This is an optimization exercise on Yosys and OpenROAD, whose aim is small area, not a production implementation.
Where RTL was checked, it was by simulation tests only, not by an equivalence proof against the original.
Function not checked in run 1: the RTL went through the layout flow alone.
Power is estimated from default activity; no workload was simulated.

==> flow/design.v, too long to show whole: its modules and the start of the top module <==
// module jt51_phinc_rom: 1033 lines
// module jt51_exprom: 48 lines
// module jt51_phrom: 47 lines
// module jt51_lin2exp: 70 lines
// module jt51_exp2lin: 18 lines
// module jt51_mmr: 259 lines
// module jt51_reg: 207 lines
// module jt51: 344 lines
// module jt51_acc: 110 lines
// module jt51_timers: 42 lines
// module jt51_timer: 36 lines
// module jt51_eg: 267 lines
// module jt51_op: 182 lines
// module jt51_sh: 21 lines
// module jt51_pg: 160 lines
// module jt51_lfo: 226 lines
// module jt51_lfo_lfsr: 24 lines
// module jt51_pm: 65 lines
// module jt51_noise: 39 lines
// module jt51_noise_lfsr: 21 lines
// module jt51_kon: 32 lines
// module jt51_mod: 36 lines
// module jt51_csr_op: 61 lines
// module jt51_csr_ch: 42 lines
// module jt51_ring: 15 lines
// module jt51_rtap: 14 lines
module jt51(
    input               rst,     
    input               clk,     
    input               cen,     
    input               cen_p1,  
    input               cs_n,    
    input               wr_n,    
    input               a0,
    input       [7:0]   din,  
    output      [7:0]   dout,  
    output              ct1,
    output              ct2,
    output              irq_n,   
    output              sample,  
    output  signed  [15:0] left,
    output  signed  [15:0] right,
    output  signed  [15:0] xleft,
    output  signed  [15:0] xright,
    output  [15:0] dacleft,
    output  [15:0] dacright
);
  // ...
==> flow/run.sh <==
#!/bin/bash
# synth_recipe.tcl (not shown) runs the flow's synth.tcl, then flattens the netlist and writes it again
# the make line also repeats each setting of config.mk as NAME=value (left out here)
make -C /OpenROAD-flow-scripts/flow DESIGN_CONFIG=/design/flow/config.mk WORK_HOME=/design/flow/orfs CLKGATE_MAP_FILE= SYNTH_SCRIPT=/design/flow/synth_recipe.tcl finish
==> flow/config.mk <==
export PLATFORM = sky130hd
export DESIGN_NAME = jt51
export DESIGN_NICKNAME = jt51
export VERILOG_FILES = /design/flow/design.v
export SDC_FILE = /design/flow/constraint.sdc
export NUM_CORES = 4
export LEC_CHECK = 0
export CAP_MARGIN = 20
export CORE_MARGIN = 2
export CORE_UTILIZATION = 40
export SLEW_MARGIN = 20
export SYNTH_MEMORY_MAX_BITS = 65536
==> flow/constraint.sdc <==
create_clock -name core_clock -period 12.0 [get_ports {clk}]
set_input_delay 2.4000 -clock core_clock [delete_from_list [all_inputs] [get_ports {clk}]]
set_output_delay 2.4000 -clock core_clock [all_outputs]
set_load 0.01 [all_outputs]
==> Implementation_results.wiki, run 1 <==
{| class="wikitable"
! Metric !! Value
|-
| Result of the run || complete, no violations
|-
| Number of enable flip-flop cells after synthesis || 0
|-
| Wire length on met3 || 18.4 mm
|-
| Design internal power || 29300 uW
|-
| Critical-path maximum fanout || 20
|-
| Clk Tree Root Cell || sky130_fd_sc_hd__clkbuf_16
|-
| Number of buffer cells added on primary ports || 117
|-
| Skew-Pair Late Insertion Delay || 980 ps
|-
| Fillers || 32000
|-
| Critical path startpoint || rcnt[3]$_DFFE_PP0P_
|-
| Post-synthesis xor/xnor area fraction || 3.13%
|-
| Power density relative to cell area || 274 mW/mm^2
|-
| Hold-fix buffers, CTS || 0
|-
| R2R Setup Slk || 1140 ps
|-
| Dominant combinational cell family by area after synthesis || compound AO/OA/AOI/OAI gates
|-
| Highest Signal Layer || met5
|-
| Hold Path End || u_r32.q[691]$_DFF_P_
|-
| Top library cells by usage in the layout, fill and taps aside || sky130_fd_sc_hd__dfxtp_1, sky130_fd_sc_hd__nand2_1, sky130_fd_sc_hd__dfrtp_1
|-
| Overall routed net length || 287 mm
|-
| Required @ worst endpoint || 12770 ps
|-
| Most flop-heavy register || u_r32.q
|-
| Num CTS Buffers || 423
|-
| Sequential share of cell area || 56.3%
|-
| Count of vias placed by the detailed router || 85000
|-
| Combined flip-flop and latch cell area || 0.0915 sq mm
|-
| Unrepaired setup endpoints after global routing || no
|-
| Number of global-route vias before repair || 82000
|-
| Peak VDD IR || 0.460 mV
|-
| Initial antenna violation count || 7
|-
| CTS tree || built
|-
| Synth unique cells || 103
|-
| Final-stage net count || 12500
|-
| Largest power group || registers
|-
| Maximum buffer depth of the clock tree || 4
|-
| Share of flip-flops with an asynchronous set or reset || 21.0%
|-
| Syn_area_per_cell || 11.9 sq um
|-
| Part of the Yosys area used for sequential elements || 64.6%
|-
| Top cells by count, synth || sky130_fd_sc_hd__dfxtp_1, sky130_fd_sc_hd__nand2_1, sky130_fd_sc_hd__dfrtp_1
|-
| Normalized max-slew margin || 22.8%
|-
| Remaining Overflow, GRT || 0
|-
| Post-route cell area || 0.162 sq mm
|-
| Max Fclk || 92.1 MHz
|-
| Clock input transition at the sequential cells of the worst setup and hold paths || 60 ps
|-
| Leading registers by flop count || u_r32.q x2560, u_r8.q x768, u_lfo.pmnoise.u_noise_pm.bb x152
|}
==> module jt51_exprom, before the edit <==
module jt51_exprom
(
    input [4:0]         addr,
    input               rst,
    input               clk,
    input               cen,
    output reg [44:0]   exp
);
    reg [44:0] explut[31:0];
    initial
    begin
    explut[0] = 45'b111110101011010110001011010000010010111011011;
    explut[1] = 45'b111101010011010101000011001100101110110101011;
    explut[2] = 45'b111011111011010011110111001000110010101110011;
    explut[3] = 45'b111010100101010010101111000100110010101000011;
    explut[4] = 45'b111001001101010001100111000000110010100001011;
    explut[5] = 45'b110111111011010000011110111101010010011011011;
    explut[6] = 45'b110110100011001111010110111001010010010100100;
    explut[7] = 45'b110101001011001110001110110101110010001110011;
    explut[8] = 45'b110011111011001101000110110001110010001000011;
    explut[9] = 45'b110010100011001011111110101110010010000010011;
    explut[10] = 45'b110001010011001010111010101010010001111011011;
    explut[11] = 45'b101111111011001001110010100110110001110101011;
    explut[12] = 45'b101110101011001000101010100011001101101111011;
    explut[13] = 45'b101101010101000111100110011111010001101001011;
    explut[14] = 45'b101100000011000110100010011011110001100011011;
    explut[15] = 45'b101010110011000101011110011000010001011101011;
    explut[16] = 45'b101001100011000100011010010100101101010111011;
    explut[17] = 45'b101000010011000011010010010001001101010001011;
    explut[18] = 45'b100111000011000010010010001101101101001011011;
    explut[19] = 45'b100101110011000001001110001010001101000101011;
    explut[20] = 45'b100100100011000000001010000110010000111111011;
    explut[21] = 45'b100011010010111111001010000011001100111001011;
    explut[22] = 45'b100010000010111110000101111111101100110011011;
    explut[23] = 45'b100000110010111101000001111100001100101101011;
    explut[24] = 45'b011111101010111100000001111000101100101000010;
    explut[25] = 45'b011110011010111011000001110101001100100010011;
    explut[26] = 45'b011101001010111010000001110001110000011100011;
    explut[27] = 45'b011100000010111001000001101110010000010110011;
    explut[28] = 45'b011010110010111000000001101011001100010001011;
    explut[29] = 45'b011001101010110111000001100111101100001011011;
    explut[30] = 45'b011000100000110110000001100100010000000110010;
    explut[31] = 45'b010111010010110101000001100001001100000000011;
    end
    always @(posedge clk, posedge rst) if( rst ) begin exp <= 0; end else if(cen) begin
        exp <= explut[addr];
    end
endmodule
==> module jt51_phrom, before the edit <==
module jt51_phrom
(
	input [4:0] addr,
	input rst,
	input clk,
	input cen,
	output reg [45:0] ph
);
	reg [45:0] sinetable[31:0];
	initial
	begin
	sinetable[5'd0 ] = 46'b0001100000100100010001000010101010101001010010;
	sinetable[5'd1 ] = 46'b0001100000110100000100000010010001001101000001;
	sinetable[5'd2 ] = 46'b0001100000110100000100110010001011001101100000;
	sinetable[5'd3 ] = 46'b0001110000010000000000110010110001001101110010;
	sinetable[5'd4 ] = 46'b0001110000010000001100000010111010001101101001;
	sinetable[5'd5 ] = 46'b0001110000010100001001100010000000101101111010;
	sinetable[5'd6 ] = 46'b0001110000010100001101100010010011001101011010;
	sinetable[5'd7 ] = 46'b0001110000011100000101010010111000101111111100;
	sinetable[5'd8 ] = 46'b0001110000111000000001110010101110001101110111;
	sinetable[5'd9 ] = 46'b0001110000111000010100111000011101011010100110;
	sinetable[5'd10] = 46'b0001110000111100011000011000111100001001111010;
	sinetable[5'd11] = 46'b0001110000111100011100111001101011001001110111;
	sinetable[5'd12] = 46'b0100100001010000010001011001001000111010110111;
	sinetable[5'd13] = 46'b0100100001010100010001001001110001111100101010;
	sinetable[5'd14] = 46'b0100100001010100010101101101111110100101000110;
	sinetable[5'd15] = 46'b0100100011100000001000011001010110101101111001;
	sinetable[5'd16] = 46'b0100100011100100001000101011100101001011101111;
	sinetable[5'd17] = 46'b0100100011101100000111011010000001011010110001;
	sinetable[5'd18] = 46'b0100110011001000000111101010000010111010111111;
	sinetable[5'd19] = 46'b0100110011001100001011011110101110110110000001;
	sinetable[5'd20] = 46'b0100110011101000011010111011001010001101110001;
	sinetable[5'd21] = 46'b0100110011101101011010110101111001010100001111;
	sinetable[5'd22] = 46'b0111000010000001010111000101010101010110010111;
	sinetable[5'd23] = 46'b0111000010000101010111110111110101010010111011;
	sinetable[5'd24] = 46'b0111000010110101101000101100001000010000011001;
	sinetable[5'd25] = 46'b0111010010011001100100011110100100010010010010;
	sinetable[5'd26] = 46'b0111010010111010100101100101000000110100100011;
	sinetable[5'd27] = 46'b1010000010011010101101011101100001110010011010;
	sinetable[5'd28] = 46'b1010000010111111111100100111010100010000111001;
	sinetable[5'd29] = 46'b1010010111110100110010001100111001010110100000;
	sinetable[5'd30] = 46'b1011010111010011111011011110000100110010100001;
	sinetable[5'd31] = 46'b1110011011110001111011100111100001110110100111;
	end
	always @(posedge clk, posedge rst) if( rst ) begin ph <= 0; end else if(cen)
		ph <= sinetable[addr];
endmodule
==> module jt51, before the edit <==
module jt51(
    input               rst,     
    input               clk,     
    input               cen,     
    input               cen_p1,  
    input               cs_n,    
    input               wr_n,    
    input               a0,
    input       [7:0]   din,  
    output      [7:0]   dout,  
    output              ct1,
    output              ct2,
    output              irq_n,   
    output              sample,  
    output  signed  [15:0] left,
    output  signed  [15:0] right,
    output  signed  [15:0] xleft,
    output  signed  [15:0] xright,
    output  [15:0] dacleft,
    output  [15:0] dacright
);
assign dacleft  = { ~xleft [15],  xleft[14:0] };
assign dacright = { ~xright[15], xright[14:0] };
wire [9:0]  value_A;
wire [7:0]  value_B;
wire        load_A, load_B;
wire        enable_irq_A, enable_irq_B;
wire        clr_flag_A, clr_flag_B;
wire        flag_A, flag_B, overflow_A;
wire        zero;
jt51_timers u_timers( 
    .clk        ( clk           ),
    .cen        ( cen_p1        ),
    .rst        ( rst           ),
    .zero       ( zero          ),
    .value_A    ( value_A       ),
    .value_B    ( value_B       ),
    .load_A     ( load_A        ),
    .load_B     ( load_B        ),
    .enable_irq_A( enable_irq_A ),
    .enable_irq_B( enable_irq_B ),
    .clr_flag_A ( clr_flag_A    ),
    .clr_flag_B ( clr_flag_B    ),
    .flag_A     ( flag_A        ),
    .flag_B     ( flag_B        ),
    .overflow_A ( overflow_A    ),
    .irq_n      ( irq_n         )
);
/*verilator tracing_off*/
wire    [1:0]   rl_I;
wire    [2:0]   fb_II;
wire    [2:0]   con_I;
wire    [6:0]   kc_I;
wire    [5:0]   kf_I;
wire    [2:0]   pms_I;
wire    [1:0]   ams_VII;
wire    [2:0]   dt1_II;
wire    [3:0]   mul_VI;
wire    [6:0]   tl_VII;
wire    [1:0]   ks_III;
wire    [4:0]   arate_II;
wire            amsen_VII;
wire    [4:0]   rate1_II;
wire    [1:0]   dt2_I;
wire    [4:0]   rate2_II;
wire    [3:0]   d1l_I;
wire    [3:0]   rrate_II;
wire    [1:0]   cur_op;
assign  sample =zero;
wire            keyon_II;
wire    [7:0]   lfo_freq;
wire    [1:0]   lfo_w;
wire            lfo_rst;
wire    [6:0]   am;
wire    [7:0]   pm;
wire    [6:0]   amd, pmd;
wire m1_enters, m2_enters, c1_enters, c2_enters;
wire use_prevprev1,use_internal_x,use_internal_y, use_prev2,use_prev1;
jt51_lfo u_lfo(
    .rst        ( rst       ),
    .clk        ( clk       ),
    .cen        ( cen       ),   
    .zero       ( zero      ),
    .lfo_rst    ( lfo_rst   ),
    .lfo_freq   ( lfo_freq  ),
    .lfo_w      ( lfo_w     ),
    .lfo_amd    ( amd       ),
    .lfo_pmd    ( pmd       ),
    .am         ( am        ),
    .pm_u       ( pm        )
);
wire    [ 4:0]  keycode_III;
wire    [ 9:0]  ph_X;
wire            pg_rst_III;
jt51_pg u_pg(
    .rst        ( rst       ),
    .clk        ( clk       ),               
    .cen        ( cen_p1    ),
    .zero       ( zero      ),
    .kc_I       ( kc_I      ),
    .kf_I       ( kf_I      ),
    .mul_VI     ( mul_VI    ),
    .dt1_II     ( dt1_II    ),
    .dt2_I      ( dt2_I     ),
    .pms_I      ( pms_I     ),
    .pm         ( pm        ),
    .pg_rst_III ( pg_rst_III    ),
    .keycode_III( keycode_III   ),
    .pg_phase_X ( ph_X          ),
    .ph_din     ( ph_din        ),
    .ph_VII     ( ph_VII        ),
    .ph_X_q     ( ph_X_q        ),
    .pg_rst_VII ( pg_rst_VII    )
);
wire [9:0]  eg_XI;
jt51_eg u_eg(
    .rst        ( rst       ),
    .clk        ( clk       ),
    .cen        ( cen_p1    ),
    .zero       ( zero      ),
    .keycode_III(keycode_III),   
    .arate_II   ( arate_II  ),
    .rate1_II   ( rate1_II  ),
    .rate2_II   ( rate2_II  ),
    .rrate_II   ( rrate_II  ),
    .d1l_I      ( d1l_I     ),
    .ks_III     ( ks_III    ),
    .keyon_II   ( keyon_II  ),
    .pg_rst_III ( pg_rst_III),
    .tl_VII     ( tl_VII    ),
    .am         ( am        ),
    .ams_VII    ( ams_VII   ),
    .amsen_VII  ( amsen_VII ),
    .eg_XI      ( eg_XI ),
    .eg_din     ( eg_din        ),
    .eg_VII     ( eg_VII        ),
    .eg_II      ( eg_II         ),
    .eg_VI      ( eg_VI         ),
    .ar_off_II  ( ar_off_II     ),
    .ar_off_VI  ( ar_off_VI     ),
    .keyon_last_II( keyon_last_II ),
    .cnt_V0     ( cnt_V0        ),
    .cnt_out    ( cnt_out       ),
    .state_in_III( state_in_III ),
    .state_II   ( state_II      )
);
wire signed [13:0] op_out;
jt51_op u_op(
    .rst            ( rst               ),
    .clk            ( clk               ),
    .cen            ( cen_p1            ),
    .pg_phase_X     ( ph_X              ),
    .con_I          ( con_I             ),
    .fb_II          ( fb_II             ),
    .eg_atten_XI    ( eg_XI             ),
    .m1_enters      ( m1_enters         ),
    .c1_enters      ( c1_enters         ),
    .use_prevprev1  ( use_prevprev1     ),
    .use_internal_x ( use_internal_x    ),
    .use_internal_y ( use_internal_y    ),
    .use_prev2      ( use_prev2         ),
    .use_prev1      ( use_prev1         ),  
    .test_214       ( 1'b0              ),
    .op_XVII        ( op_out            ),
    .prev1_din      ( prev1_din         ),
    .prevprev1_din  ( prevprev1_din     ),
    .prev2_din      ( prev2_din         ),
    .prev1          ( prev1             ),
    .prevprev1      ( prevprev1         ),
    .prev2          ( prev2             ),
    .phasemod_din   ( phasemod_din      ),
    .phasemod_X     ( phasemod_X        ),
    .op_din         ( op_din            ),
    .op_q           ( op_q              ),
    .signbit_din    ( signbit_din       ),
    .signbit_XIII   ( signbit_XIII      )
);
wire    [4:0] nfrq;
wire    [10:0] noise_out;
wire          ne, op31_acc, op31_no;
jt51_noise u_noise(
    .rst    ( rst       ),
    .clk    ( clk       ),
    .cen    ( cen_p1    ),
    .nfrq   ( nfrq      ),  
    .eg     ( eg_XI     ),
    .out    ( noise_out ),
    .op31_no( op31_no   )
);
jt51_acc u_acc(
    .rst        ( rst           ),
    .clk        ( clk           ),
    .cen        ( cen_p1        ),
    .m1_enters  ( m1_enters     ),
    .m2_enters  ( m2_enters     ),
    .c1_enters  ( c1_enters     ),
    .c2_enters  ( c2_enters     ),
    .op31_acc   ( op31_acc      ),
    .rl_I       ( rl_I          ),
    .con_I      ( con_I         ),
    .op_out     ( op_out        ),
    .ne         ( ne            ),
    .noise      ( noise_out     ),
    .left       ( left          ),
    .right      ( right         ),
    .xleft      ( xleft         ),
    .xright     ( xright        ),
    .acc_din    ( acc_din       ),
    .total      ( acc_total     )
);
wire    busy;
wire    write = !cs_n && !wr_n;
assign  dout = { busy, 5'h0, flag_B, flag_A };
/*verilator tracing_on*/
jt51_mmr u_mmr(
    .rst        ( rst           ),
    .clk        ( clk           ),
    .cen        ( cen_p1        ),
    .a0         ( a0            ),
    .write      ( write         ),
    .din        ( din           ),
    .busy       ( busy          ),
    .ct1        ( ct1           ),
    .ct2        ( ct2           ),
    .lfo_freq   ( lfo_freq      ),
    .lfo_w      ( lfo_w         ),
    .lfo_amd    ( amd           ),
    .lfo_pmd    ( pmd           ),
    .lfo_rst    ( lfo_rst       ),
    .ne         ( ne            ),
    .nfrq       ( nfrq          ),
    .value_A    ( value_A       ),
    .value_B    ( value_B       ),
    .load_A     ( load_A        ),
    .load_B     ( load_B        ),
    .enable_irq_A( enable_irq_A ),
    .enable_irq_B( enable_irq_B ),
    .clr_flag_A ( clr_flag_A    ),
    .clr_flag_B ( clr_flag_B    ),  
    .overflow_A ( overflow_A    ),
    .rl_I       ( rl_I          ),
    .fb_II      ( fb_II         ),
    .con_I      ( con_I         ),
    .kc_I       ( kc_I          ),
    .kf_I       ( kf_I          ),
    .pms_I      ( pms_I         ),
    .ams_VII    ( ams_VII       ),
    .dt1_II     ( dt1_II        ),
    .mul_VI     ( mul_VI        ),
    .tl_VII     ( tl_VII        ),
    .ks_III     ( ks_III        ),
    .arate_II   ( arate_II      ),
    .amsen_VII  ( amsen_VII     ),
    .rate1_II   ( rate1_II      ),
    .dt2_I      ( dt2_I         ),
    .rate2_II   ( rate2_II      ),
    .d1l_I      ( d1l_I         ),
    .rrate_II   ( rrate_II      ),
    .keyon_II   ( keyon_II      ),
    .cur_op     ( cur_op        ),
    .op31_no    ( op31_no       ),
    .op31_acc   ( op31_acc      ),
    .zero       ( zero          ),
    .m1_enters  ( m1_enters     ),
    .m2_enters  ( m2_enters     ),
    .c1_enters  ( c1_enters     ),
    .c2_enters  ( c2_enters     ),
    .use_prevprev1  ( use_prevprev1     ),
    .use_internal_x ( use_internal_x    ),
    .use_internal_y ( use_internal_y    ),
    .use_prev2      ( use_prev2         ),
    .use_prev1      ( use_prev1         ),
    .csrop_din      ( csrop_din         ),
    .csrop_q        ( csrop_q           ),
    .csrch_din      ( csrch_din         ),
    .csrch_q        ( csrch_q           ),
    .kon_din        ( kon_din           ),
    .kon_q          ( kon_q             )
);
reg [5:0] rcnt;
always @(posedge clk, posedge rst)
    if( rst )
        rcnt <= 6'd0;
    else if( cen_p1 && !rcnt[5] )
        rcnt <= rcnt + 6'd1;
wire v1  = rcnt != 6'd0;
wire v3  = rcnt >= 6'd3;
wire v4  = rcnt >= 6'd4;
wire v8  = rcnt >= 6'd8;
wire v28 = rcnt >= 6'd28;
wire v31 = rcnt >= 6'd31;
wire v32 = rcnt[5];
wire r27 = rcnt == 6'd27;
wire r31 = rcnt == 6'd31;
wire [41:0] csrop_din, csrop_q;
wire [19:0] ph_din, ph_VII;
wire [ 9:0] ph_X_q;
wire [ 9:0] eg_din, eg_VII, eg_II, eg_VI;
wire [ 1:0] state_in_III, state_II;
wire        kon_din, kon_q, keyon_last_II, cnt_V0, cnt_out;
wire        ar_off_II, ar_off_VI, pg_rst_VII, signbit_din, signbit_XIII;
wire [79:0] r32_din = { signbit_din, pg_rst_III, ar_off_II, cnt_V0, keyon_II,
    kon_din, state_in_III, eg_din, ph_din, csrop_din };
wire [16*32*5-1:0] r32;
wire [79:0] r32_t1, r32_t3, r32_t4, r32_t28, r32_t31, r32_t32;
jt51_ring #(.R(5),.S(32)) u_r32( .clk(clk), .ld(cen_p1), .din(r32_din), .q(r32) );
jt51_rtap #(.R(5),.S(32),.M( 1)) u_r32t1 ( .q(r32), .w(r32_t1 ) );
jt51_rtap #(.R(5),.S(32),.M( 3)) u_r32t3 ( .q(r32), .w(r32_t3 ) );
jt51_rtap #(.R(5),.S(32),.M( 4)) u_r32t4 ( .q(r32), .w(r32_t4 ) );
jt51_rtap #(.R(5),.S(32),.M(28)) u_r32t28( .q(r32), .w(r32_t28) );
jt51_rtap #(.R(5),.S(32),.M(31)) u_r32t31( .q(r32), .w(r32_t31) );
jt51_rtap #(.R(5),.S(32),.M(32)) u_r32t32( .q(r32), .w(r32_t32) );
assign csrop_q      = v32 ? r32_t32[41:0] : { 31'd0, 11'h7ff };
assign ph_VII       = v32 ? r32_t32[61:42] : 20'd0;
assign ph_X_q       = v3  ? r32_t3[61:52]  : 10'd0;
assign eg_VII       = v1  ? r32_t1[71:62]  : 10'd0;
assign eg_II        = v28 ? r32_t28[71:62] : (r27 ? 10'd0 : 10'h3ff);
assign eg_VI        = v32 ? r32_t32[71:62] : (r31 ? 10'd0 : 10'h3ff);
assign state_II     = v31 ? r32_t31[73:72] : 2'd3;
assign kon_q        = v32 & r32_t32[74];
assign keyon_last_II= v32 & r32_t32[75];
assign cnt_out      = v32 & r32_t32[76];
assign ar_off_VI    = v4  & r32_t4[77];
assign pg_rst_VII   = v4  & r32_t4[78];
assign signbit_XIII = v3  & r32_t3[79];
wire [25:0] csrch_din, csrch_q;
wire [15:0] acc_din, acc_total;
wire [13:0] prev1_din, prevprev1_din, prev2_din, prev1, prevprev1, prev2;
wire [ 9:0] phasemod_din, phasemod_X;
wire [95:0] r8_din = { 2'd0, phasemod_din, prev2_din, prevprev1_din, prev1_din,
    acc_din, csrch_din };
wire [16*8*6-1:0] r8;
wire [95:0] r8_t8;
jt51_ring #(.R(6),.S(8)) u_r8( .clk(clk), .ld(cen_p1), .din(r8_din), .q(r8) );
jt51_rtap #(.R(6),.S(8),.M(8)) u_r8t8( .q(r8), .w(r8_t8) );
assign { phasemod_X, prev2, prevprev1, prev1, acc_total, csrch_q } =
    v8 ? r8_t8[93:0] : 94'd0;
wire [13:0] op_din, op_q;
wire [16*4-1:0] r4;
wire [15:0] r4_t4;
jt51_ring #(.R(1),.S(4)) u_r4( .clk(clk), .ld(cen_p1), .din({2'd0,op_din}), .q(r4) );
jt51_rtap #(.R(1),.S(4),.M(4)) u_r4t4( .q(r4), .w(r4_t4) );
assign op_q = v4 ? r4_t4[13:0] : 14'd0;
endmodule
==> module jt51_op, before the edit <==
module jt51_op(
    input               rst,
    input               clk,
    input               cen,             
    input       [9:0]   pg_phase_X,
    input       [2:0]   con_I,
    input       [2:0]   fb_II,
    input       [9:0]   eg_atten_XI,
    input               use_prevprev1,
    input               use_internal_x,
    input               use_internal_y,    
    input               use_prev2,
    input               use_prev1,
    input               test_214,
    input               m1_enters,
    input               c1_enters,
    output signed   [13:0]  op_XVII,
    output          [13:0]  prev1_din,
    output          [13:0]  prevprev1_din,
    output          [13:0]  prev2_din,
    input   signed  [13:0]  prev1,
    input   signed  [13:0]  prevprev1,
    input   signed  [13:0]  prev2,
    output          [ 9:0]  phasemod_din,
    input           [ 9:0]  phasemod_X,
    output          [13:0]  op_din,
    input           [13:0]  op_q,
    output                  signbit_din,
    input                   signbit_XIII
);
assign prev1_din     = c1_enters ? op_XVII : prev1;
assign prevprev1_din = c1_enters ? prev1   : prevprev1;
assign prev2_din     = m1_enters ? op_XVII : prev2;
reg [13:0]  x,  y;
reg [14:0]  xs, ys, pm_preshift_II;
reg         m1_II;
always @(*) begin
    x  = ( {14{use_prevprev1}}  & prevprev1 ) |
          ( {14{use_internal_x}} & op_XVII ) |
          ( {14{use_prev2}}      & prev2 );
    y  = ( {14{use_prev1}}      & prev1 ) |
          ( {14{use_internal_y}} & op_XVII );
    xs = { x[13], x };  
    ys = { y[13], y };  
end
always @(posedge clk, posedge rst) if( rst ) begin pm_preshift_II <= 0; m1_II <= 0; end else if(cen) begin
    pm_preshift_II <= xs + ys;  
    m1_II <= m1_enters;
end
reg  [9:0]  phasemod_II;
assign phasemod_din = phasemod_II;
always @(*) begin
    if (!m1_II )  
        phasemod_II = pm_preshift_II[10:1];  
    else  
        case( fb_II )
            3'd0: phasemod_II = 10'd0;      
            3'd1: phasemod_II = { {4{pm_preshift_II[14]}}, pm_preshift_II[14:9] };
            3'd2: phasemod_II = { {3{pm_preshift_II[14]}}, pm_preshift_II[14:8] };
            3'd3: phasemod_II = { {2{pm_preshift_II[14]}}, pm_preshift_II[14:7] };
            3'd4: phasemod_II = {    pm_preshift_II[14],   pm_preshift_II[14:6] };
            3'd5: phasemod_II = pm_preshift_II[14:5];
            3'd6: phasemod_II = pm_preshift_II[13:4];
            3'd7: phasemod_II = pm_preshift_II[12:3];
            default: phasemod_II = 10'dx;
        endcase
end
reg [ 9:0]  phase;
reg [ 7:0]  phaselo_XI, aux_X;
reg signbit_X;
always @(*) begin
    phase   = phasemod_X + pg_phase_X;
    aux_X   = phase[7:0] ^ {8{~phase[8]}};
    signbit_X = phase[9];
end
always @(posedge clk, posedge rst) if( rst ) begin phaselo_XI <= 0; end else if(cen) begin    
    phaselo_XI <= aux_X;
end
wire [45:0] sta_XI;
jt51_phrom u_phrom(
    .rst    ( rst       ),
    .clk    ( clk       ),
    .cen    ( cen       ),
    .addr   ( aux_X[5:1]),
    .ph     ( sta_XI    )
);
reg [18:0]  stb;
reg [10:0]  stf, stg;
reg [11:0]  logsin;
reg [10:0]  subtresult;
reg [11:0]  atten_internal_XI;
always @(*) begin
    case( phaselo_XI[7:6] )
        2'b00: stb = { 10'b0, sta_XI[29], sta_XI[25], 2'b0, sta_XI[18], 
            sta_XI[14], 1'b0, sta_XI[7] , sta_XI[3] };
        2'b01: stb = { 6'b0 , sta_XI[37], sta_XI[34], 2'b0, sta_XI[28], 
            sta_XI[24], 2'b0, sta_XI[17], sta_XI[13], sta_XI[10], sta_XI[6], sta_XI[2] };
        2'b10: stb = { 2'b0, sta_XI[43], sta_XI[41], 2'b0, sta_XI[36],
            sta_XI[33], 2'b0, sta_XI[27], sta_XI[23], 1'b0, sta_XI[20],
            sta_XI[16], sta_XI[12], sta_XI[9], sta_XI[5], sta_XI[1] };
        2'b11: stb = {
              sta_XI[45], sta_XI[44], sta_XI[42], sta_XI[40]
            , sta_XI[39], sta_XI[38], sta_XI[35], sta_XI[32]
            , sta_XI[31], sta_XI[30], sta_XI[26], sta_XI[22]
            , sta_XI[21], sta_XI[19], sta_XI[15], sta_XI[11]
            , sta_XI[8], sta_XI[4], sta_XI[0] };
        default: stb = 19'dx;
    endcase
    stf = { stb[18:15], stb[12:11], stb[8:7], stb[4:3], stb[0] };
    if( phaselo_XI[0] )
        stg = { 2'b0, stb[14], stb[14:13], stb[10:9], stb[6:5], stb[2:1] };
    else
        stg = 11'd0;
    logsin = stf + stg;  
    subtresult = eg_atten_XI + logsin[11:2];
    atten_internal_XI = { subtresult[9:0], logsin[1:0] } | {12{subtresult[10]}};
end
wire [44:0] exp_XII;
reg  [11:0] totalatten_XII;
reg  [12:0] etb;
reg  [ 9:0] etf;
reg  [ 2:0] etg;
jt51_exprom u_exprom(
    .rst    ( rst           ),
    .clk    ( clk           ),
    .cen    ( cen           ),
    .addr   ( atten_internal_XI[5:1] ),
    .exp    ( exp_XII       )
);
always @(posedge clk, posedge rst) if( rst ) begin totalatten_XII <= 0; end else if(cen) begin
    totalatten_XII <= atten_internal_XI;
end
always @(*) begin    
    case( totalatten_XII[7:6] )
        2'b00: begin
                etf = { 1'b1, exp_XII[44:36]  };
                etg = { 1'b1, exp_XII[35:34] };             
            end
        2'b01: begin
                etf = exp_XII[33:24];
                etg = { 2'b10, exp_XII[23] };               
            end
        2'b10: begin
                etf = { 1'b0, exp_XII[22:14]  };
                etg = exp_XII[13:11];               
            end
        2'b11: begin
                etf = { 2'b00, exp_XII[10:3]  };
                etg = exp_XII[2:0];
            end
    endcase 
end
reg [9:0]   mantissa_XIII;
reg [3:0]   exponent_XIII;
always @(posedge clk, posedge rst) if( rst ) begin mantissa_XIII <= 0; exponent_XIII <= 0; end else if(cen) begin
    mantissa_XIII <= etf + { 7'd0, totalatten_XII[0] ? 3'd0 : etg };  
    exponent_XIII <= totalatten_XII[11:8];
end
reg [12:0]  shifter, shifter_2, shifter_3;
always @(*) begin    
    shifter = { 3'b001, mantissa_XIII };
    case( ~exponent_XIII[1:0] )
        2'b00: shifter_2 = { 1'b0, shifter[12:1] };  
        2'b01: shifter_2 = shifter;
        2'b10: shifter_2 = { shifter[11:0], 1'b0 };
        2'b11: shifter_2 = { shifter[10:0], 2'b0 };
    endcase
    case( ~exponent_XIII[3:2] )
        2'b00: shifter_3 = {12'b0, shifter_2[12]   };
        2'b01: shifter_3 = { 8'b0, shifter_2[12:8] };
        2'b10: shifter_3 = { 4'b0, shifter_2[12:4] };
        2'b11: shifter_3 = shifter_2;
    endcase
end
reg signed [13:0] op_XIII;
always @(*) begin
    op_XIII = ({ test_214, shifter_3 } ^ {14{signbit_XIII}}) + {13'd0, signbit_XIII};               
end
assign op_din      = op_XIII;
assign op_XVII     = op_q;
assign signbit_din = signbit_X;
endmodule
==> module jt51_lfo, before the edit <==
module jt51_lfo(
    input               rst,
    input               clk,
    input               cen,
    input               zero,
    input               lfo_rst,
    input       [7:0]   lfo_freq,
    input       [6:0]   lfo_amd,
    input       [6:0]   lfo_pmd,    
    input       [1:0]   lfo_w,
    output  reg [6:0]   am,
    output  reg [7:0]   pm_u
);
reg signed [7:0] pm;
always @(*) begin: signed_to_unsigned
    if( pm[7] ) begin
        pm_u[7] = pm[7];
        pm_u[6:0] = ~pm[6:0];
    end
    else pm_u = pm;
end
wire [6:0] noise_am;
wire [7:0] noise_pm;
parameter b0=3;
reg [15+b0:0] base;
always @(posedge clk) begin : base_counter
    if( rst ) begin
        base    <= {b0+16{1'b0}};
    end
    else if(cen) begin
        if( zero ) base <= base + 1'b1;
    end
end
reg sel_base;
reg [4:0] freq_sel;
always @(*) begin : base_mux
    freq_sel = {1'b0,lfo_freq[7:4]} 
        + ( lfo_w==2'd2 ? 5'b1 : 5'b0 );
    case( freq_sel )
        5'h10: sel_base = base[b0-1]; 
        5'hf: sel_base = base[b0+0]; 
        5'he: sel_base = base[b0+1]; 
        5'hd: sel_base = base[b0+2]; 
        5'hc: sel_base = base[b0+3]; 
        5'hb: sel_base = base[b0+4]; 
        5'ha: sel_base = base[b0+5]; 
        5'h9: sel_base = base[b0+6]; 
        5'h8: sel_base = base[b0+7]; 
        5'h7: sel_base = base[b0+8]; 
        5'h6: sel_base = base[b0+9]; 
        5'h5: sel_base = base[b0+10]; 
        5'h4: sel_base = base[b0+11]; 
        5'h3: sel_base = base[b0+12]; 
        5'h2: sel_base = base[b0+13]; 
        5'h1: sel_base = base[b0+14]; 
        5'h0: sel_base = base[b0+15]; 
        default: sel_base = base[b0-1]; 
    endcase
end
reg [7:0] cnt, cnt_lim;
reg signed [10:0] am_bresenham;
reg signed [ 9:0] pm_bresenham;
always @(*) begin : counter_limit
    case( lfo_freq[3:0] )
        4'hf: cnt_lim = 8'd66;
        4'he: cnt_lim = 8'd68;
        4'hd: cnt_lim = 8'd70;
        4'hc: cnt_lim = 8'd73;
        4'hb: cnt_lim = 8'd76;
        4'ha: cnt_lim = 8'd79;
        4'h9: cnt_lim = 8'd82;
        4'h8: cnt_lim = 8'd85;
        4'h7: cnt_lim = 8'd89;
        4'h6: cnt_lim = 8'd93;
        4'h5: cnt_lim = 8'd98;
        4'h4: cnt_lim = 8'd102;
        4'h3: cnt_lim = 8'd108;
        4'h2: cnt_lim = 8'd114;
        4'h1: cnt_lim = 8'd120;
        4'h0: cnt_lim = 8'd128;
    endcase
end
wire signed [7:0] pmd_min = (~{1'b0, lfo_pmd[6:0]})+8'b1;
reg lfo_clk, last_base, am_up, pm_up;
always @(posedge clk, posedge rst) 
    if( rst ) begin
        last_base   <= 1'd0;
        lfo_clk     <= 1'b0;
        cnt         <= 8'd0;
        am          <= 7'd0;
        pm          <= 8'd0;
        am_up       <= 1'b1;
        pm_up       <= 1'b1;
        am_bresenham <= 11'd0;
        pm_bresenham <= 10'd0;
    end else begin
        if( lfo_rst ) begin  
            last_base   <= 1'd0;
            lfo_clk     <= 1'b0;
            cnt         <= 8'd0;
            am          <= 7'd0;
            pm          <= 8'd0;
            am_up       <= 1'b1;
            pm_up       <= 1'b1;
            am_bresenham <= 11'd0;
            pm_bresenham <= 10'd0;
        end else if ( cen ) begin
        last_base <= sel_base;
        if( last_base != sel_base ) begin
            case( lfo_w )
            2'd0: begin  
                if( am_bresenham > 0 ) begin
                    if( am == lfo_amd ) begin
                        am <= 7'd0;
                        am_bresenham <= 11'd0;
                    end
                    else begin
                        am <= am + 1'b1;
                        am_bresenham <= am_bresenham 
                        - { 2'd0, cnt_lim, 1'b0} + {4'd0,lfo_amd};               
                    end
                end
                else am_bresenham <= am_bresenham + {4'd0,lfo_amd};
                if( pm_bresenham > 0 ) begin
                    if( pm == { 1'b0, lfo_pmd } ) begin
                        pm <= pmd_min;
                        pm_bresenham <= 10'd0;
                    end
                    else begin
                        pm <= pm + 1'b1;
                        pm_bresenham <= pm_bresenham 
                        - {2'd0,cnt_lim} + {3'd0,lfo_pmd};
                    end
                end
                else pm_bresenham <= pm_bresenham + {3'b0,lfo_pmd};
                end
            2'd1:  
                if( cnt == cnt_lim ) begin
                    cnt <= 8'd0;
                    lfo_clk <= ~lfo_clk;
                    am <= lfo_clk ? lfo_amd : 7'd0;
                    pm <= lfo_clk ? {1'b0, lfo_pmd } : pmd_min;
                end
                else cnt <= cnt + 1'd1;         
            2'd2:  begin  
                if( am_bresenham > 0 ) begin
                    if( am == lfo_amd && am_up) begin
                        am_up <= 1'b0;
                        am_bresenham <= 11'd0;
                    end
                    else if( am == 7'd0 && !am_up) begin
                        am_up <= 1'b1;
                        am_bresenham <= 11'd0;
                    end
                    else begin
                        am <= am_up ? am+1'b1 : am-1'b1;
                        am_bresenham <= am_bresenham 
                        - { 2'b0, cnt_lim, 1'b0} + {4'd0,lfo_amd};               
                    end
                end
                else am_bresenham <= am_bresenham + {4'd0,lfo_amd};
                if( pm_bresenham > 0 ) begin
                    if( pm == {1'b0, lfo_pmd} && pm_up) begin
                        pm_up <= 1'b0;
                        pm_bresenham <= 10'd0;
                    end
                    else if( pm == pmd_min && !pm_up) begin
                        pm_up <= 1'b1;
                        pm_bresenham <= 10'd0;
                    end
                    else begin
                        pm <= pm_up ? pm+1'b1 : pm-1'b1;
                        pm_bresenham <= pm_bresenham 
                        - {2'd0,cnt_lim} + {3'd0,lfo_pmd};
                    end
                end
                else pm_bresenham <= pm_bresenham + {3'd0,lfo_pmd};
                end
            2'd3: begin 
                casez( lfo_amd )  
                    7'b1??????: am <= noise_am[6:0];
                    7'b01?????: am <= { 1'b0, noise_am[5:0] };
                    7'b001????: am <= { 2'b0, noise_am[4:0] };
                    7'b0001???: am <= { 3'b0, noise_am[3:0] };
                    7'b00001??: am <= { 4'b0, noise_am[2:0] };
                    7'b000001?: am <= { 5'b0, noise_am[1:0] };
                    7'b0000001: am <= { 6'b0, noise_am[0]   };
                    default:    am <= 7'd0;
                endcase
                casez( lfo_pmd ) 
                    7'b1??????: pm <= noise_pm;
                    7'b01?????: pm <= { {2{noise_pm[7]}}, noise_pm[5:0] };
                    7'b001????: pm <= { {3{noise_pm[7]}}, noise_pm[4:0] };
                    7'b0001???: pm <= { {4{noise_pm[7]}}, noise_pm[3:0] };
                    7'b00001??: pm <= { {5{noise_pm[7]}}, noise_pm[2:0] };
                    7'b000001?: pm <= { {6{noise_pm[7]}}, noise_pm[1:0] };
                    7'b0000001: pm <= { {7{noise_pm[7]}}, noise_pm[0]   };
                    default:    pm <= 8'd0;
                endcase 
                end         
            endcase
        end
    end
end
genvar aux;
generate
    for( aux=0; aux<7; aux=aux+1 ) begin : amnoise
        jt51_lfo_lfsr #(.init(aux*aux+aux) ) u_noise_am(
            .rst( rst ),
            .clk( clk ),
            .cen( cen ),
            .base(sel_base),
            .out( noise_am[aux] )
        );
    end
    for( aux=0; aux<8; aux=aux+1 ) begin : pmnoise
        jt51_lfo_lfsr #(.init(4*aux*aux-3*aux+40) ) u_noise_pm(
            .rst( rst ),
            .clk( clk ),
            .cen( cen ),
            .base(sel_base),
            .out( noise_pm[aux] )
        );
    end
endgenerate
endmodule
==> inputs of run 2 (changes only) <==
--- a/flow/design.v
+++ b/flow/design.v
@@ -1037,47 +1037,41 @@
 (
-    input [4:0]         addr,
-    input               rst,
-    input               clk,
-    input               cen,
+    input      [4:0]        addr,
     output reg [44:0]   exp
 );
-    reg [44:0] explut[31:0];
-    initial
-    begin
-    explut[0] = 45'b111110101011010110001011010000010010111011011;
-    explut[1] = 45'b111101010011010101000011001100101110110101011;
-    explut[2] = 45'b111011111011010011110111001000110010101110011;
-    explut[3] = 45'b111010100101010010101111000100110010101000011;
-    explut[4] = 45'b111001001101010001100111000000110010100001011;
-    explut[5] = 45'b110111111011010000011110111101010010011011011;
-    explut[6] = 45'b110110100011001111010110111001010010010100100;
-    explut[7] = 45'b110101001011001110001110110101110010001110011;
-    explut[8] = 45'b110011111011001101000110110001110010001000011;
-    explut[9] = 45'b110010100011001011111110101110010010000010011;
-    explut[10] = 45'b110001010011001010111010101010010001111011011;
-    explut[11] = 45'b101111111011001001110010100110110001110101011;
-    explut[12] = 45'b101110101011001000101010100011001101101111011;
-    explut[13] = 45'b101101010101000111100110011111010001101001011;
-    explut[14] = 45'b101100000011000110100010011011110001100011011;
-    explut[15] = 45'b101010110011000101011110011000010001011101011;
-    explut[16] = 45'b101001100011000100011010010100101101010111011;
-    explut[17] = 45'b101000010011000011010010010001001101010001011;
-    explut[18] = 45'b100111000011000010010010001101101101001011011;
-    explut[19] = 45'b100101110011000001001110001010001101000101011;
-    explut[20] = 45'b100100100011000000001010000110010000111111011;
-    explut[21] = 45'b100011010010111111001010000011001100111001011;
-    explut[22] = 45'b100010000010111110000101111111101100110011011;
-    explut[23] = 45'b100000110010111101000001111100001100101101011;
-    explut[24] = 45'b011111101010111100000001111000101100101000010;
-    explut[25] = 45'b011110011010111011000001110101001100100010011;
-    explut[26] = 45'b011101001010111010000001110001110000011100011;
-    explut[27] = 45'b011100000010111001000001101110010000010110011;
-    explut[28] = 45'b011010110010111000000001101011001100010001011;
-    explut[29] = 45'b011001101010110111000001100111101100001011011;
-    explut[30] = 45'b011000100000110110000001100100010000000110010;
-    explut[31] = 45'b010111010010110101000001100001001100000000011;
-    end
-    always @(posedge clk, posedge rst) if( rst ) begin exp <= 0; end else if(cen) begin
-        exp <= explut[addr];
-    end
+always @(*) begin
+    case( addr )
+        5'd0: exp = 45'b111110101011010110001011010000010010111011011;
+        5'd1: exp = 45'b111101010011010101000011001100101110110101011;
+        5'd2: exp = 45'b111011111011010011110111001000110010101110011;
+        5'd3: exp = 45'b111010100101010010101111000100110010101000011;
+        5'd4: exp = 45'b111001001101010001100111000000110010100001011;
+        5'd5: exp = 45'b110111111011010000011110111101010010011011011;
+        5'd6: exp = 45'b110110100011001111010110111001010010010100100;
+        5'd7: exp = 45'b110101001011001110001110110101110010001110011;
+        5'd8: exp = 45'b110011111011001101000110110001110010001000011;
+        5'd9: exp = 45'b110010100011001011111110101110010010000010011;
+        5'd10: exp = 45'b110001010011001010111010101010010001111011011;
+        5'd11: exp = 45'b101111111011001001110010100110110001110101011;
+        5'd12: exp = 45'b101110101011001000101010100011001101101111011;
+        5'd13: exp = 45'b101101010101000111100110011111010001101001011;
+        5'd14: exp = 45'b101100000011000110100010011011110001100011011;
+        5'd15: exp = 45'b101010110011000101011110011000010001011101011;
+        5'd16: exp = 45'b101001100011000100011010010100101101010111011;
+        5'd17: exp = 45'b101000010011000011010010010001001101010001011;
+        5'd18: exp = 45'b100111000011000010010010001101101101001011011;
+        5'd19: exp = 45'b100101110011000001001110001010001101000101011;
+        5'd20: exp = 45'b100100100011000000001010000110010000111111011;
+        5'd21: exp = 45'b100011010010111111001010000011001100111001011;
+        5'd22: exp = 45'b100010000010111110000101111111101100110011011;
+        5'd23: exp = 45'b100000110010111101000001111100001100101101011;
+        5'd24: exp = 45'b011111101010111100000001111000101100101000010;
+        5'd25: exp = 45'b011110011010111011000001110101001100100010011;
+        5'd26: exp = 45'b011101001010111010000001110001110000011100011;
+        5'd27: exp = 45'b011100000010111001000001101110010000010110011;
+        5'd28: exp = 45'b011010110010111000000001101011001100010001011;
+        5'd29: exp = 45'b011001101010110111000001100111101100001011011;
+        5'd30: exp = 45'b011000100000110110000001100100010000000110010;
+        5'd31: exp = 45'b010111010010110101000001100001001100000000011;
+    endcase
+end
 endmodule
@@ -1086,46 +1080,41 @@
 (
-	input [4:0] addr,
-	input rst,
-	input clk,
-	input cen,
-	output reg [45:0] ph
-);
-	reg [45:0] sinetable[31:0];
-	initial
-	begin
-	sinetable[5'd0 ] = 46'b0001100000100100010001000010101010101001010010;
-	sinetable[5'd1 ] = 46'b0001100000110100000100000010010001001101000001;
-	sinetable[5'd2 ] = 46'b0001100000110100000100110010001011001101100000;
-	sinetable[5'd3 ] = 46'b0001110000010000000000110010110001001101110010;
-	sinetable[5'd4 ] = 46'b0001110000010000001100000010111010001101101001;
-	sinetable[5'd5 ] = 46'b0001110000010100001001100010000000101101111010;
-	sinetable[5'd6 ] = 46'b0001110000010100001101100010010011001101011010;
-	sinetable[5'd7 ] = 46'b0001110000011100000101010010111000101111111100;
-	sinetable[5'd8 ] = 46'b0001110000111000000001110010101110001101110111;
-	sinetable[5'd9 ] = 46'b0001110000111000010100111000011101011010100110;
-	sinetable[5'd10] = 46'b0001110000111100011000011000111100001001111010;
-	sinetable[5'd11] = 46'b0001110000111100011100111001101011001001110111;
-	sinetable[5'd12] = 46'b0100100001010000010001011001001000111010110111;
-	sinetable[5'd13] = 46'b0100100001010100010001001001110001111100101010;
-	sinetable[5'd14] = 46'b0100100001010100010101101101111110100101000110;
-	sinetable[5'd15] = 46'b0100100011100000001000011001010110101101111001;
-	sinetable[5'd16] = 46'b0100100011100100001000101011100101001011101111;
-	sinetable[5'd17] = 46'b0100100011101100000111011010000001011010110001;
-	sinetable[5'd18] = 46'b0100110011001000000111101010000010111010111111;
-	sinetable[5'd19] = 46'b0100110011001100001011011110101110110110000001;
-	sinetable[5'd20] = 46'b0100110011101000011010111011001010001101110001;
-	sinetable[5'd21] = 46'b0100110011101101011010110101111001010100001111;
-	sinetable[5'd22] = 46'b0111000010000001010111000101010101010110010111;
-	sinetable[5'd23] = 46'b0111000010000101010111110111110101010010111011;
-	sinetable[5'd24] = 46'b0111000010110101101000101100001000010000011001;
-	sinetable[5'd25] = 46'b0111010010011001100100011110100100010010010010;
-	sinetable[5'd26] = 46'b0111010010111010100101100101000000110100100011;
-	sinetable[5'd27] = 46'b1010000010011010101101011101100001110010011010;
-	sinetable[5'd28] = 46'b1010000010111111111100100111010100010000111001;
-	sinetable[5'd29] = 46'b1010010111110100110010001100111001010110100000;
-	sinetable[5'd30] = 46'b1011010111010011111011011110000100110010100001;
-	sinetable[5'd31] = 46'b1110011011110001111011100111100001110110100111;
-	end
-	always @(posedge clk, posedge rst) if( rst ) begin ph <= 0; end else if(cen)
-		ph <= sinetable[addr];
+    input      [4:0]        addr,
+    output reg [45:0]   ph
+);
+always @(*) begin
+    case( addr )
+        5'd0: ph = 46'b0001100000100100010001000010101010101001010010;
+        5'd1: ph = 46'b0001100000110100000100000010010001001101000001;
+        5'd2: ph = 46'b0001100000110100000100110010001011001101100000;
+        5'd3: ph = 46'b0001110000010000000000110010110001001101110010;
+        5'd4: ph = 46'b0001110000010000001100000010111010001101101001;
+        5'd5: ph = 46'b0001110000010100001001100010000000101101111010;
+        5'd6: ph = 46'b0001110000010100001101100010010011001101011010;
+        5'd7: ph = 46'b0001110000011100000101010010111000101111111100;
+        5'd8: ph = 46'b0001110000111000000001110010101110001101110111;
+        5'd9: ph = 46'b0001110000111000010100111000011101011010100110;
+        5'd10: ph = 46'b0001110000111100011000011000111100001001111010;
+        5'd11: ph = 46'b0001110000111100011100111001101011001001110111;
+        5'd12: ph = 46'b0100100001010000010001011001001000111010110111;
+        5'd13: ph = 46'b0100100001010100010001001001110001111100101010;
+        5'd14: ph = 46'b0100100001010100010101101101111110100101000110;
+        5'd15: ph = 46'b0100100011100000001000011001010110101101111001;
+        5'd16: ph = 46'b0100100011100100001000101011100101001011101111;
+        5'd17: ph = 46'b0100100011101100000111011010000001011010110001;
+        5'd18: ph = 46'b0100110011001000000111101010000010111010111111;
+        5'd19: ph = 46'b0100110011001100001011011110101110110110000001;
+        5'd20: ph = 46'b0100110011101000011010111011001010001101110001;
+        5'd21: ph = 46'b0100110011101101011010110101111001010100001111;
+        5'd22: ph = 46'b0111000010000001010111000101010101010110010111;
+        5'd23: ph = 46'b0111000010000101010111110111110101010010111011;
+        5'd24: ph = 46'b0111000010110101101000101100001000010000011001;
+        5'd25: ph = 46'b0111010010011001100100011110100100010010010010;
+        5'd26: ph = 46'b0111010010111010100101100101000000110100100011;
+        5'd27: ph = 46'b1010000010011010101101011101100001110010011010;
+        5'd28: ph = 46'b1010000010111111111100100111010100010000111001;
+        5'd29: ph = 46'b1010010111110100110010001100111001010110100000;
+        5'd30: ph = 46'b1011010111010011111011011110000100110010100001;
+        5'd31: ph = 46'b1110011011110001111011100111100001110110100111;
+    endcase
+end
 endmodule
@@ -1713,2 +1702,68 @@
 assign dacright = { ~xright[15], xright[14:0] };
+wire            keyon_II;
+wire            pg_rst_III;
+reg [5:0] rcnt;
+always @(posedge clk, posedge rst)
+    if( rst )
+        rcnt <= 6'd0;
+    else if( cen_p1 && !rcnt[5] )
+        rcnt <= rcnt + 6'd1;
+wire v1  = rcnt != 6'd0;
+wire v3  = rcnt >= 6'd3;
+wire v4  = rcnt >= 6'd4;
+wire v8  = rcnt >= 6'd8;
+wire v28 = rcnt >= 6'd28;
+wire v31 = rcnt >= 6'd31;
+wire v32 = rcnt[5];
+wire r27 = rcnt == 6'd27;
+wire r31 = rcnt == 6'd31;
+wire [41:0] csrop_din, csrop_q;
+wire [19:0] ph_din, ph_VII;
+wire [ 9:0] ph_X_q;
+wire [ 9:0] eg_din, eg_VII, eg_II, eg_VI;
+wire [ 1:0] state_in_III, state_II;
+wire        kon_din, kon_q, keyon_last_II, cnt_V0, cnt_out;
+wire        ar_off_II, ar_off_VI, pg_rst_VII, signbit_din, signbit_XIII;
+wire [79:0] r32_din = { signbit_din, pg_rst_III, ar_off_II, cnt_V0, keyon_II,
+    kon_din, state_in_III, eg_din, ph_din, csrop_din };
+wire [16*32*5-1:0] r32;
+wire [79:0] r32_t1, r32_t3, r32_t4, r32_t28, r32_t31, r32_t32;
+jt51_ring #(.R(5),.S(32)) u_r32( .clk(clk), .ld(cen_p1), .din(r32_din), .q(r32) );
+jt51_rtap #(.R(5),.S(32),.M( 1)) u_r32t1 ( .q(r32), .w(r32_t1 ) );
+jt51_rtap #(.R(5),.S(32),.M( 3)) u_r32t3 ( .q(r32), .w(r32_t3 ) );
+jt51_rtap #(.R(5),.S(32),.M( 4)) u_r32t4 ( .q(r32), .w(r32_t4 ) );
+jt51_rtap #(.R(5),.S(32),.M(28)) u_r32t28( .q(r32), .w(r32_t28) );
+jt51_rtap #(.R(5),.S(32),.M(31)) u_r32t31( .q(r32), .w(r32_t31) );
+jt51_rtap #(.R(5),.S(32),.M(32)) u_r32t32( .q(r32), .w(r32_t32) );
+assign csrop_q      = v32 ? r32_t32[41:0] : { 31'd0, 11'h7ff };
+assign ph_VII       = v32 ? r32_t32[61:42] : 20'd0;
+assign ph_X_q       = v3  ? r32_t3[61:52]  : 10'd0;
+assign eg_VII       = v1  ? r32_t1[71:62]  : 10'd0;
+assign eg_II        = v28 ? r32_t28[71:62] : (r27 ? 10'd0 : 10'h3ff);
+assign eg_VI        = v32 ? r32_t32[71:62] : (r31 ? 10'd0 : 10'h3ff);
+assign state_II     = v31 ? r32_t31[73:72] : 2'd3;
+assign kon_q        = v32 & r32_t32[74];
+assign keyon_last_II= v32 & r32_t32[75];
+assign cnt_out      = v32 & r32_t32[76];
+assign ar_off_VI    = v4  & r32_t4[77];
+assign pg_rst_VII   = v4  & r32_t4[78];
+assign signbit_XIII = v3  & r32_t3[79];
+wire [25:0] csrch_din, csrch_q;
+wire [15:0] acc_din, acc_total;
+wire [13:0] prev1_din, prevprev1_din, prev2_din, prev1, prevprev1, prev2;
+wire [ 9:0] phasemod_din, phasemod_X;
+wire [95:0] r8_din = { 2'd0, phasemod_din, prev2_din, prevprev1_din, prev1_din,
+    acc_din, csrch_din };
+wire [16*8*6-1:0] r8;
+wire [95:0] r8_t8;
+jt51_ring #(.R(6),.S(8)) u_r8( .clk(clk), .ld(cen_p1), .din(r8_din), .q(r8) );
+jt51_rtap #(.R(6),.S(8),.M(8)) u_r8t8( .q(r8), .w(r8_t8) );
+assign { phasemod_X, prev2, prevprev1, prev1, acc_total, csrch_q } =
+    v8 ? r8_t8[93:0] : 94'd0;
+wire [13:0] op_din, op_q;
+wire [16*4-1:0] r4;
+wire [15:0] r4_t4;
+jt51_ring #(.R(1),.S(4)) u_r4( .clk(clk), .ld(cen_p1), .din({2'd0,op_din}), .q(r4) );
+jt51_rtap #(.R(1),.S(4),.M(4)) u_r4t4( .q(r4), .w(r4_t4) );
+assign op_q = v4 ? r4_t4[13:0] : 14'd0;
 wire [9:0]  value_A;
@@ -1759,3 +1814,2 @@
 assign  sample =zero;
-wire            keyon_II;
 wire    [7:0]   lfo_freq;
@@ -1783,3 +1837,2 @@
 wire    [ 9:0]  ph_X;
-wire            pg_rst_III;
 jt51_pg u_pg(
@@ -1865,3 +1918,4 @@
     .signbit_din    ( signbit_din       ),
-    .signbit_XIII   ( signbit_XIII      )
+    .signbit_XIII   ( signbit_XIII      ),
+    .v1             ( v1                )
 );
@@ -1969,66 +2023,2 @@
 );
-reg [5:0] rcnt;
-always @(posedge clk, posedge rst)
-    if( rst )
-        rcnt <= 6'd0;
-    else if( cen_p1 && !rcnt[5] )
-        rcnt <= rcnt + 6'd1;
-wire v1  = rcnt != 6'd0;
-wire v3  = rcnt >= 6'd3;
-wire v4  = rcnt >= 6'd4;
-wire v8  = rcnt >= 6'd8;
-wire v28 = rcnt >= 6'd28;
-wire v31 = rcnt >= 6'd31;
-wire v32 = rcnt[5];
-wire r27 = rcnt == 6'd27;
-wire r31 = rcnt == 6'd31;
-wire [41:0] csrop_din, csrop_q;
-wire [19:0] ph_din, ph_VII;
-wire [ 9:0] ph_X_q;
-wire [ 9:0] eg_din, eg_VII, eg_II, eg_VI;
-wire [ 1:0] state_in_III, state_II;
-wire        kon_din, kon_q, keyon_last_II, cnt_V0, cnt_out;
-wire        ar_off_II, ar_off_VI, pg_rst_VII, signbit_din, signbit_XIII;
-wire [79:0] r32_din = { signbit_din, pg_rst_III, ar_off_II, cnt_V0, keyon_II,
-    kon_din, state_in_III, eg_din, ph_din, csrop_din };
-wire [16*32*5-1:0] r32;
-wire [79:0] r32_t1, r32_t3, r32_t4, r32_t28, r32_t31, r32_t32;
-jt51_ring #(.R(5),.S(32)) u_r32( .clk(clk), .ld(cen_p1), .din(r32_din), .q(r32) );
-jt51_rtap #(.R(5),.S(32),.M( 1)) u_r32t1 ( .q(r32), .w(r32_t1 ) );
-jt51_rtap #(.R(5),.S(32),.M( 3)) u_r32t3 ( .q(r32), .w(r32_t3 ) );
-jt51_rtap #(.R(5),.S(32),.M( 4)) u_r32t4 ( .q(r32), .w(r32_t4 ) );
-jt51_rtap #(.R(5),.S(32),.M(28)) u_r32t28( .q(r32), .w(r32_t28) );
-jt51_rtap #(.R(5),.S(32),.M(31)) u_r32t31( .q(r32), .w(r32_t31) );
-jt51_rtap #(.R(5),.S(32),.M(32)) u_r32t32( .q(r32), .w(r32_t32) );
-assign csrop_q      = v32 ? r32_t32[41:0] : { 31'd0, 11'h7ff };
-assign ph_VII       = v32 ? r32_t32[61:42] : 20'd0;
-assign ph_X_q       = v3  ? r32_t3[61:52]  : 10'd0;
-assign eg_VII       = v1  ? r32_t1[71:62]  : 10'd0;
-assign eg_II        = v28 ? r32_t28[71:62] : (r27 ? 10'd0 : 10'h3ff);
-assign eg_VI        = v32 ? r32_t32[71:62] : (r31 ? 10'd0 : 10'h3ff);
-assign state_II     = v31 ? r32_t31[73:72] : 2'd3;
-assign kon_q        = v32 & r32_t32[74];
-assign keyon_last_II= v32 & r32_t32[75];
-assign cnt_out      = v32 & r32_t32[76];
-assign ar_off_VI    = v4  & r32_t4[77];
-assign pg_rst_VII   = v4  & r32_t4[78];
-assign signbit_XIII = v3  & r32_t3[79];
-wire [25:0] csrch_din, csrch_q;
-wire [15:0] acc_din, acc_total;
-wire [13:0] prev1_din, prevprev1_din, prev2_din, prev1, prevprev1, prev2;
-wire [ 9:0] phasemod_din, phasemod_X;
-wire [95:0] r8_din = { 2'd0, phasemod_din, prev2_din, prevprev1_din, prev1_din,
-    acc_din, csrch_din };
-wire [16*8*6-1:0] r8;
-wire [95:0] r8_t8;
-jt51_ring #(.R(6),.S(8)) u_r8( .clk(clk), .ld(cen_p1), .din(r8_din), .q(r8) );
-jt51_rtap #(.R(6),.S(8),.M(8)) u_r8t8( .q(r8), .w(r8_t8) );
-assign { phasemod_X, prev2, prevprev1, prev1, acc_total, csrch_q } =
-    v8 ? r8_t8[93:0] : 94'd0;
-wire [13:0] op_din, op_q;
-wire [16*4-1:0] r4;
-wire [15:0] r4_t4;
-jt51_ring #(.R(1),.S(4)) u_r4( .clk(clk), .ld(cen_p1), .din({2'd0,op_din}), .q(r4) );
-jt51_rtap #(.R(1),.S(4),.M(4)) u_r4t4( .q(r4), .w(r4_t4) );
-assign op_q = v4 ? r4_t4[13:0] : 14'd0;
 endmodule
@@ -2521,3 +2511,4 @@
     output                  signbit_din,
-    input                   signbit_XIII
+    input                   signbit_XIII,
+    input                   v1           
 );
@@ -2573,6 +2564,3 @@
 jt51_phrom u_phrom(
-    .rst    ( rst       ),
-    .clk    ( clk       ),
-    .cen    ( cen       ),
-    .addr   ( aux_X[5:1]),
+    .addr   ( phaselo_XI[5:1] ),
     .ph     ( sta_XI    )
@@ -2607,2 +2595,3 @@
     logsin = stf + stg;  
+    if( !v1 ) logsin = 12'd0;
     subtresult = eg_atten_XI + logsin[11:2];
@@ -2616,6 +2605,3 @@
 jt51_exprom u_exprom(
-    .rst    ( rst           ),
-    .clk    ( clk           ),
-    .cen    ( cen           ),
-    .addr   ( atten_internal_XI[5:1] ),
+    .addr   ( totalatten_XII[5:1] ),
     .exp    ( exp_XII       )
@@ -2648,3 +2634,3 @@
 always @(posedge clk, posedge rst) if( rst ) begin mantissa_XIII <= 0; exponent_XIII <= 0; end else if(cen) begin
-    mantissa_XIII <= etf + { 7'd0, totalatten_XII[0] ? 3'd0 : etg };  
+    mantissa_XIII <= !v1 ? 10'h204 : etf + { 7'd0, totalatten_XII[0] ? 3'd0 : etg };  
     exponent_XIII <= totalatten_XII[11:8];
@@ -3063,23 +3049,34 @@
 end
-genvar aux;
-generate
-    for( aux=0; aux<7; aux=aux+1 ) begin : amnoise
-        jt51_lfo_lfsr #(.init(aux*aux+aux) ) u_noise_am(
-            .rst( rst ),
-            .clk( clk ),
-            .cen( cen ),
-            .base(sel_base),
-            .out( noise_am[aux] )
-        );
-    end
-    for( aux=0; aux<8; aux=aux+1 ) begin : pmnoise
-        jt51_lfo_lfsr #(.init(4*aux*aux-3*aux+40) ) u_noise_pm(
-            .rst( rst ),
-            .clk( clk ),
-            .cen( cen ),
-            .base(sel_base),
-            .out( noise_pm[aux] )
-        );
+reg [18:0] nbb;
+reg        nlast_base;
+always @(posedge clk, posedge rst) begin : noise_lfsr
+    if( rst ) begin
+        nbb        <= 19'd1;
+        nlast_base <= 1'b0;
     end
-endgenerate
+    else if(cen) begin
+        nlast_base <= sel_base;
+        if( nlast_base != sel_base ) begin
+            nbb[18:1] <= nbb[17:0];
+            nbb[0]    <= ^{nbb[0],nbb[1],nbb[14],nbb[15],nbb[17],nbb[18]};
+        end
+    end
+end
+assign noise_am = {
+    nbb[13]^nbb[14]^nbb[16]^nbb[18],             
+    nbb[14]^nbb[16]^nbb[17],                     
+    nbb[14]^nbb[15]^nbb[17]^nbb[18],             
+    nbb[15]^nbb[18],                             
+    nbb[16],                                     
+    nbb[17]^nbb[18],                             
+    1'b0 };                                      
+assign noise_pm = {
+    nbb[11]^nbb[15]^nbb[18],                     
+    nbb[11]^nbb[12]^nbb[14]^nbb[15]^nbb[16],     
+    nbb[12]^nbb[14]^nbb[15]^nbb[16],             
+    nbb[12]^nbb[13]^nbb[16]^nbb[18],             
+    nbb[12]^nbb[13]^nbb[14]^nbb[17],             
+    nbb[13]^nbb[16]^nbb[17]^nbb[18],             
+    nbb[13]^nbb[14]^nbb[16]^nbb[17]^nbb[18],     
+    nbb[13]^nbb[14]^nbb[16]^nbb[17] };           
 endmodule
--- a/flow/config.mk
+++ b/flow/config.mk
@@ -10,2 +10,4 @@
 export CORE_UTILIZATION = 40
+export CTS_BUF_LIST = sky130_fd_sc_hd__clkbuf_4 sky130_fd_sc_hd__clkbuf_8
+export CTS_CLUSTER_SIZE = 20
 export SLEW_MARGIN = 20
==> run 2 against run 1 <==
Net effect: power down 16%; highest routed layer unchanged; sequential power down 6%; global-route usage up 1.4 points; utilization about the same; design area down 9.8%; still clean; clock skew up 7.5 ps.
==> Implementation_results.wiki, run 2 <==
{| class="wikitable"
! Metric !! Value
|-
| Skew-Pair Late Insertion Delay || 1190 ps (was 980 ps)
|-
| Max Fclk || 99.9 MHz (was 92.1 MHz)
|-
| Syn_area_per_cell || 11.5 sq um (was 11.9 sq um)
|-
| Power density relative to cell area || 255 mW/mm^2 (was 274 mW/mm^2)
|-
| Critical Path Most Common Cell || sky130_fd_sc_hd__ha_1
|-
| Normalized max-slew margin || 25.2% (was 22.8%)
|-
| Share of flip-flops with an asynchronous set or reset || 14.1% (was 21.0%)
|-
| Hold-fix buffers, CTS || 0 (unchanged)
|-
| Number of warnings printed during yosys synthesis || 25 (was 40)
|-
| Violation count after the first detailed-route iteration || 5879 (was 6966)
|-
| Number of buffer cells added on primary ports || 117 (unchanged)
|-
| Number of enable flip-flop cells after synthesis || 0 (unchanged)
|-
| Final Non-Filler Cells || 16100 (was 17100)
|-
| Overall routed net length || 283 mm (was 287 mm)
|-
| Drt via density || 5.05 (was 4.97)
|-
| Initial antenna violation count || 8 (was 7)
|-
| Required @ worst endpoint || 12960 ps (was 12770 ps)
|-
| CTS tree || built (unchanged)
|-
| Most flop-heavy register || u_r32.q (unchanged)
|-
| Result of the run || complete, no violations (unchanged)
|-
| Maximum buffer depth of the clock tree || 4 (unchanged)
|-
| Slew at the pin with the worst max-slew slack || 1110 ps (was 1150 ps)
|-
| Clock input transition at the sequential cells of the worst setup and hold paths || 60 ps (about the same)
|-
| Top cells by count, synth || sky130_fd_sc_hd__dfxtp_1, sky130_fd_sc_hd__nand2_1, sky130_fd_sc_hd__o21ai_0 (was sky130_fd_sc_hd__dfxtp_1, sky130_fd_sc_hd__nand2_1, sky130_fd_sc_hd__dfrtp_1)
|-
| Leading registers by flop count || u_r32.q x2560, u_r8.q x768, u_r4.q x64 (was u_r32.q x2560, u_r8.q x768, u_lfo.pmnoise.u_noise_pm.bb x152)
|-
| Final-stage net count || 11900 (was 12500)
|-
| I/O pin count || 123 (unchanged)
|-
| DRC violation count after routing || 0 (unchanged)
|-
| Critical path startpoint || u_r8.q[127]$_DFF_P_ (was rcnt[3]$_DFFE_PP0P_)
|-
| Layer with the highest usage after global routing || met2 (was met1)
|-
| Top library cells by usage in the layout, fill and taps aside || sky130_fd_sc_hd__dfxtp_1, sky130_fd_sc_hd__nand2_1, sky130_fd_sc_hd__clkbuf_8 (was sky130_fd_sc_hd__dfxtp_1, sky130_fd_sc_hd__nand2_1, sky130_fd_sc_hd__dfrtp_1)
|-
| Count of vias placed by the detailed router || 81100 (was 85000)
|-
| Critical-path maximum fanout || 18 (was 20)
|-
| Unrepaired setup endpoints after global routing || no (unchanged)
|-
| Peak VDD IR || 0.139 mV (was 0.460 mV)
|-
| Cell count after synthesis || 11200 (was 11900)
|-
| Fillers || 28800 (was 32000)
|-
| Number of buffers and inverters on the critical path || 4 (unchanged)
|-
| Capturing element type of the critical path || flip-flop (unchanged)
|-
| Remaining Overflow, GRT || 0 (unchanged)
|-
| Synth unique cells || 97 (was 103)
|-
| Part of the Yosys area used for sequential elements || 64.7% (was 64.6%)
|-
| Hold Path End || u_r8.q[341]$_DFF_P_ (was u_r32.q[691]$_DFF_P_)
|-
| R2R Setup Slk || 1990 ps (was 1140 ps)
|-
| Clk Tree Root Cell || sky130_fd_sc_hd__clkbuf_8 (was sky130_fd_sc_hd__clkbuf_16)
|-
| Num CTS Buffers || 615 (was 423)
|-
| Post-route cell area || 0.147 sq mm (was 0.162 sq mm)
|-
| Portion of synthesized cell area occupied by the leading cell type || 53.7% (was 48.5%)
|-
| Number of global-route vias before repair || 81800 (was 82000)
|}
[run 2: cell count changes in the layout (fill, tap and decap cells not counted), moves of 71 or more]
| cell | previous run | this run |
|---|---|---|
| sky130_fd_sc_hd__clkbuf_16 | 435 | 0 |
| sky130_fd_sc_hd__clkbuf_4 | 0 | 197 |
| sky130_fd_sc_hd__mux2_2 | 475 | 214 |
| sky130_fd_sc_hd__o21ai_0 | 623 | 703 |
| sky130_fd_sc_hd__clkbuf_8 | 82 | 747 |
| sky130_fd_sc_hd__dfrtp_1 | 851 | 549 |
| sky130_fd_sc_hd__clkbuf_1 | 71 | 0 |
[run 2: where the power goes]
| group | switching (uW) | internal (uW) | total (uW) |
|---|---|---|---|
| logic | 5840 | 3800 | 9640 |
| clock network | 5300 | 6900 | 12200 |
| registers | 1070 | 14400 | 15500 |
| total | 12200 | 25100 | 37300 |
[run 2: cell type report]
cell class	count	area (sq um)	share of cell area [%]
diodes	7	17.5	0.0120
clock buffers	944	11800	8.03
clock inverters	153	2040	1.39
inverters	380	1430	0.978
multi-input cells	6200	41300	28.2
flip-flops and latches	3992	82800	56.5
well taps	4180	5230	3.57
repair buffers	214	1940	1.32
[run 2: how the worst max path moves through the flow]
stage / depth (start not counted) / endpoint / slack [ps]
after global routing: 38 / u_pg.keycode_II[11]$_DFFE_PP0P_ / 1200
after detailed placement: 38 / u_pg.keycode_II[11]$_DFFE_PP0P_ / 2080
after CTS: 38 / u_pg.keycode_II[11]$_DFFE_PP0P_ / 1980
after floorplan: 4 / u_mmr.busy_cnt[0]$_DFFE_PP0P_ / -520
after global placement: 40 / u_pg.keycode_II[12]$_DFFE_PP0P_ / 2070
final: 38 / u_pg.keycode_II[11]$_DFFE_PP0P_ / 1990
[run 2: kinds of logic (layout without fill, tap and decap cells)]
group | after synthesis | in the layout | share of synthesized area, %
xor+xnor | 415 | 415 | 2.84
fa+ha+maj | 452 | 452 | 4.90
buf+inv | 967 | 1691 | 2.99
compound gates | 2385 | 2385 | 12.0
simple gates | 2602 | 2602 | 9.43
flops | 3992 | 3992 | 64.7
mux | 341 | 341 | 3.13
other cells | 1 | 12 | 0.00293
[run 2: per-stage QoR]
step	power (uW)	utilization, %	setup WS [ps]
floorplan	22500	-	-516
global placement	25200	41.7	2070
detailed placement	25300	41.7	2080
CTS	37700	46.1	1980
global route	39600	46.1	1200
finish	37300	46.1	1990
[run 2: routing by layer]
layer  up-vias  wire [microns]
met5         -               9
met4         2            9310
met3       640           15700
met2      2379          124000
met1     39100          134000
li1      39000               -
